Background: an optimization exercise with open tools, aiming at small area, a short achievable clock period and few clock cycles. Do not read the settings as production practice.
In this exercise RTL edits were held to simulation tests only and were not proved equivalent to the original.

## posit_top
module posit_top#(
  parameter posit_width = 16,  
  parameter es = 1  
)(
  input clk,
  input reset,
  input start,
  input [1:0] opcode,  
  input [posit_width - 1 : 0] a, b,
  output reg done,
  output zero,
  output [posit_width - 1 : 0] result
);
wire [14:0] div_n, div_d;
wire enc_sign, nar, muldiv_zero, add_zero;
wire [5:0] enc_sf;
wire [14:0] enc_x;
reg busy1, busy2, busy3;
reg [14:0] r_reg, d_reg;
reg [13:0] q_reg;
reg sign_reg, nar_reg, mdz_reg, addz_reg, div_reg;
reg [5:0] sf_reg;
reg [14:0] x_reg;
wire [4:0] lz_out;
CLZ #(15) clz_out (.in(x_reg), .lz(lz_out));
wire [14:0] xn = x_reg << lz_out[3:0];
wire [11:0] f_out = xn[13:2];
wire [5:0] sf_out = div_reg ? sf_reg : sf_reg + 6'd1 - {2'b0, lz_out[3:0]};
wire [15:0] enc_ans;
posit_encoder enc (.sign(sign_reg), .sf(sf_out), .f(f_out), .ans(enc_ans));
assign result = nar_reg ? 16'h8000 : (mdz_reg | addz_reg) ? 16'h0000 : enc_ans;
assign zero = addz_reg | (~mdz_reg & sf_out[5] & (sf_out[4:2] == 3'b000));
wire [14:0] r4, r5;
wire [13:0] q4, q5;
divider #(.STEPS(4)) div_b4 (.r_in(r_reg), .q_in(q_reg), .d(d_reg), .r_out(r4), .q_out(q4));
divider #(.STEPS(1)) div_b1 (.r_in(r4), .q_in(q4), .d(d_reg), .r_out(r5), .q_out(q5));
posit_arithmetic_operator core (
  .opcode(opcode), .a(a), .b(b), .div_q(q4),
  .div_n(div_n), .div_d(div_d),
  .enc_sign(enc_sign), .enc_sf(enc_sf), .enc_x(enc_x),
  ...
Size in the first run: roughly 4200 cells after synthesis, about 20000 um2 of cells after synthesis.
export LEC_CHECK = 0
export ABC_AREA = 1
export CAP_MARGIN = 20
export CORE_MARGIN = 2
export CORE_UTILIZATION = 62
export SETUP_SLACK_MARGIN = 2.0
export SLEW_MARGIN = 20
export TNS_END_PERCENT = 5
create_clock -name core_clock -period 10.5 [get_ports {clk}]
standard.sh (not shown) runs the stock make flow with config.mk's settings and CLKGATE_MAP_FILE= SYNTH_SCRIPT=/design/flow/synth_recipe.tcl, a recipe that flattens the netlist after the stock synthesis.
==> flow/flow/run.sh <==
#!/bin/bash
# Layout flow: the standard layout (standard.sh) with two settings
# changed on its make command line:
#  - ADDER_MAP_FILE is left empty, so Yosys does not extract full/half adders
#    into sky130 fa/ha cells and ABC maps the arithmetic into ordinary gates
#    (faster carry paths);
#  - BUFFER_PORTS_ARGS makes the port buffers (every input and output port
#    still gets one) sky130_fd_sc_hd__buf_4 cells instead of the default
#    delay cells.
# Everything else, including the registers the synthesis makes, is the
# standard flow's. The ORFS output goes to flow_orfs.log.
set -euo pipefail
cd "$(dirname "$0")/.."
sed "s/CLKGATE_MAP_FILE= /CLKGATE_MAP_FILE= ADDER_MAP_FILE= 'BUFFER_PORTS_ARGS=-buffer_cell sky130_fd_sc_hd__buf_4' /" standard.sh > standard_own.sh
grep -q 'ADDER_MAP_FILE= ' standard_own.sh
bash standard_own.sh > flow_orfs.log 2>&1 || { tail -50 flow_orfs.log; exit 1; }
test -f out/final.def
Testbench counts at the start, summed over its fixed seeds: cycles 46,265.
==> next run, changes <==
Settings changed: CORE_UTILIZATION 62 to 55, SETUP_SLACK_MARGIN 2.0 to 1.5.
The changed run produced a clean layout.
Routed wire length goes down by 4.2%.
Utilization fell by 11 points.
Worst setup slack degrades by 0.52 ns.
==> next run, changes <==
==> flow/flow/run.sh (replaced) <==
#!/bin/bash
# Layout flow: the standard layout (standard.sh), with one synthesis
# setting changed: ADDER_MAP_FILE is left empty, so Yosys does not extract
# full/half adders into sky130 fa/ha cells and ABC maps the arithmetic into
# ordinary gates (faster carry paths). Everything else, including the
# registers the synthesis makes, is the standard flow's.
set -euo pipefail
cd "$(dirname "$0")/.."
sed 's/CLKGATE_MAP_FILE= /CLKGATE_MAP_FILE= ADDER_MAP_FILE= /' standard.sh > standard_noadder.sh
grep -q 'ADDER_MAP_FILE= ' standard_noadder.sh
bash standard_noadder.sh > flow_orfs.log 2>&1 || { tail -50 flow_orfs.log; exit 1; }
test -f out/final.def
The new run went through all stages and came out clean.
Via count rose by 1.4%.
Final cell count came out higher by 0.79%.
Synthesized area does not change.
Worst hold slack gets worse by 0.0031 ns.

* * *

Setup of v59:
posit_top, a different RTL version from the one above (not shown whole).
For scale: ~4500 cells after synthesis, roughly 65 flip-flops, about 22000 um^2 of cells after synthesis.
==> flow/config.mk <==
export PLATFORM = sky130hd
export DESIGN_NAME = posit_top
export DESIGN_NICKNAME = posit_top
export VERILOG_FILES = /design/flow/design.v
export SDC_FILE = /design/flow/constraint.sdc
export NUM_CORES = 4
export LEC_CHECK = 0
export ABC_AREA = 1
export CAP_MARGIN = 20
export CORE_MARGIN = 2
export CORE_UTILIZATION = 40
export SETUP_SLACK_MARGIN = 1
export SLEW_MARGIN = 20
export TNS_END_PERCENT = 5
==> flow/constraint.sdc <==
create_clock -name core_clock -period 10.5 [get_ports {clk}]
set_input_delay 2.1000 -clock core_clock [delete_from_list [all_inputs] [get_ports {clk}]]
set_output_delay 2.1000 -clock core_clock [all_outputs]
set_load 0.01 [all_outputs]
==> flow/flow/run.sh <==
#!/bin/bash
# Layout flow: the standard layout (standard.sh), with one synthesis
# setting changed: ADDER_MAP_FILE is left empty, so Yosys does not extract
# full/half adders into sky130 fa/ha cells and ABC maps the arithmetic into
# ordinary gates (faster carry paths). Everything else, including the
# registers the synthesis makes, is the standard flow's.
set -euo pipefail
cd "$(dirname "$0")/.."
sed 's/CLKGATE_MAP_FILE= /CLKGATE_MAP_FILE= ADDER_MAP_FILE= /' standard.sh > standard_noadder.sh
grep -q 'ADDER_MAP_FILE= ' standard_noadder.sh
bash standard_noadder.sh > flow_orfs.log 2>&1 || { tail -50 flow_orfs.log; exit 1; }
test -f out/final.def
v59 | status: complete | timing, DRC, antenna: pass
Testbench counts of v59, summed over its fixed seeds: cycles 46,265.
Modified inputs, v13 compared to v59
Settings: a change of CORE_UTILIZATION from 40 to 55; a change of SETUP_SLACK_MARGIN from 1 to 1.5.
[summary]
- In v13 the utilization turned out 17 points higher than in v59.
- v59 → v13: arrival time at the worst endpoint lost 380 ps; fraction of area in clock buffers and inverters now sits at about the same level; share of final layout cell area taken by non-clock buffers now sits higher; vias after detailed routing +712; detailed-router iteration count before antenna repair now larger.
- Compare v59 and v13 | final critical path time including I/O delays and setup lower: v13
- Looking at the reports, v13 completed the entire flow and the layout it produced met the timing, DRC and antenna checks.
Edits applied to the flow inputs when going from v13 to v14:
Settings: SETUP_SLACK_MARGIN: 1.5 -> 1.25; TNS_END_PERCENT: 5 -> 0.
## What came out
Going from v13 to v14, highest net fanout along the worst path shrinks by 10. Taking v13 as the reference, in v14 mean routed wirelength per cell down 0.80%; utilization down 1.4 points; simple-gate share of the synthesized area flat. First-pass GRT wire length delta (v13 -> v14): insignificant.
diff inputs: v14 => v6
Settings: swapping 1.25 for 1.5 in SETUP_SLACK_MARGIN; swapping 0 for 5 in TNS_END_PERCENT; swapping 55 for 40 in CORE_UTILIZATION.
Results
- Compared to v14, v6 has overall die area about 37% higher.
- Delta(finished layout cell area, v6 - v14) > 0
- Final cell count up about 5.4% in v6 wrt v14
- v14 → v6: wire length saw an increase, critical path depth saw a decrease, average wire length per cell after detail routing saw a decrease.
Changes in v58 relative to v6:
Settings: TNS_END_PERCENT changed from 5 to 0; SETUP_SLACK_MARGIN changed from 1.5 to 1.25; CORE_UTILIZATION changed from 40 to 55.
==> flow/flow/run.sh <==
#!/bin/bash
# Layout flow: the standard layout (standard.sh) with two settings
# changed on its make command line:
#  - ADDER_MAP_FILE is left empty, so Yosys does not extract full/half adders
#    into sky130 fa/ha cells and ABC maps the arithmetic into ordinary gates
#    (faster carry paths);
#  - BUFFER_PORTS_ARGS makes the port buffers (every input and output port
#    still gets one) sky130_fd_sc_hd__buf_4 cells instead of the default
#    delay cells.
# Everything else, including the registers the synthesis makes, is the
# standard flow's. The ORFS output goes to flow_orfs.log.
set -euo pipefail
cd "$(dirname "$0")/.."
sed "s/CLKGATE_MAP_FILE= /CLKGATE_MAP_FILE= ADDER_MAP_FILE= 'BUFFER_PORTS_ARGS=-buffer_cell sky130_fd_sc_hd__buf_4' /" standard.sh > standard_own.sh
grep -q 'ADDER_MAP_FILE= ' standard_own.sh
bash standard_own.sh > flow_orfs.log 2>&1 || { tail -50 flow_orfs.log; exit 1; }
test -f out/final.def
[summary]
Across both runs, logic depth of the worst setup path including buffers was higher for v58 than for v6.
Relative to v6, total area of multi-input combinational cells decreased by 1.4% in v58.
met1 routed wirelength after detailed routing, v6 and v58, lower one = v58.
v58 finished every step from synthesis to the final layout, and the layout passed the timing, DRC and antenna checks.
### v58 -> v24
Settings: CORE_UTILIZATION now 40, was 55; SETUP_SLACK_MARGIN now 1.5, was 1.25; TNS_END_PERCENT now 5, was 0; GPL_TIMING_DRIVEN now 0, previously not set.
==> flow/flow/run.sh <==
#!/bin/bash
# Layout flow: the standard layout (standard.sh), with one synthesis
# setting changed: ADDER_MAP_FILE is left empty, so Yosys does not extract
# full/half adders into sky130 fa/ha cells and ABC maps the arithmetic into
# ordinary gates (faster carry paths). Everything else, including the
# registers the synthesis makes, is the standard flow's.
set -euo pipefail
cd "$(dirname "$0")/.."
sed 's/CLKGATE_MAP_FILE= /CLKGATE_MAP_FILE= ADDER_MAP_FILE= /' standard.sh > standard_noadder.sh
grep -q 'ADDER_MAP_FILE= ' standard_noadder.sh
bash standard_noadder.sh > flow_orfs.log 2>&1 || { tail -50 flow_orfs.log; exit 1; }
test -f out/final.def
Results
In terms of fraction of the yosys area taken by sequential cells, v24 and v58 differ only marginally. The clock-cell share of area reported for v24 is smaller than that of v58 by 0.15 points. Time the final worst path needs with I/O delays and setup for v24: 17 ps down relative to v58.

-- separate check: timing with driven ports --
The results above use ideal ports. As a check the final layouts listed here were re-extracted and re-timed, cells and wires unchanged.
Step 1 assumes that a clkbuf_16 drives the clock port and a buf_2 every other input.
Step 2 adds t to the input delays and takes it off the output delays; t is the mean of the earliest and latest rising clock arrival at the registers after step 1. Input paths then give back, and output paths get back, about the clock's delay inside the block.
a / b / c = no drivers / after step 1 / after step 2; a / b = the first two.
run | shift t [ns] | setup WS [ns] | worst slew at a driven data input, ns
the first run of note 1 | 0.389 | 2.421 / 2.391 / 2.059 | 0.12
the second run of note 1 | 0.392 | 1.904 / 1.904 / 1.783 | 0.07
the third run of note 1 | 0.390 | 1.982 / 1.993 / 1.622 | 0.04
v59 | 0.366 | 1.584 / 1.606 / 1.240 | 0.08
v13 | 0.389 | 1.991 / 2.014 / 1.625 | 0.03
v14 | 0.392 | 1.762 / 1.788 / 1.396 | 0.03
v6 | 0.364 | 1.802 / 1.822 / 1.457 | 0.08
v58 | 0.383 | 1.902 / 1.922 / 1.540 | 0.05
v24 | 0.379 | 1.919 / 1.940 / 1.561 | 0.09
After both steps every run listed still meets setup and hold.
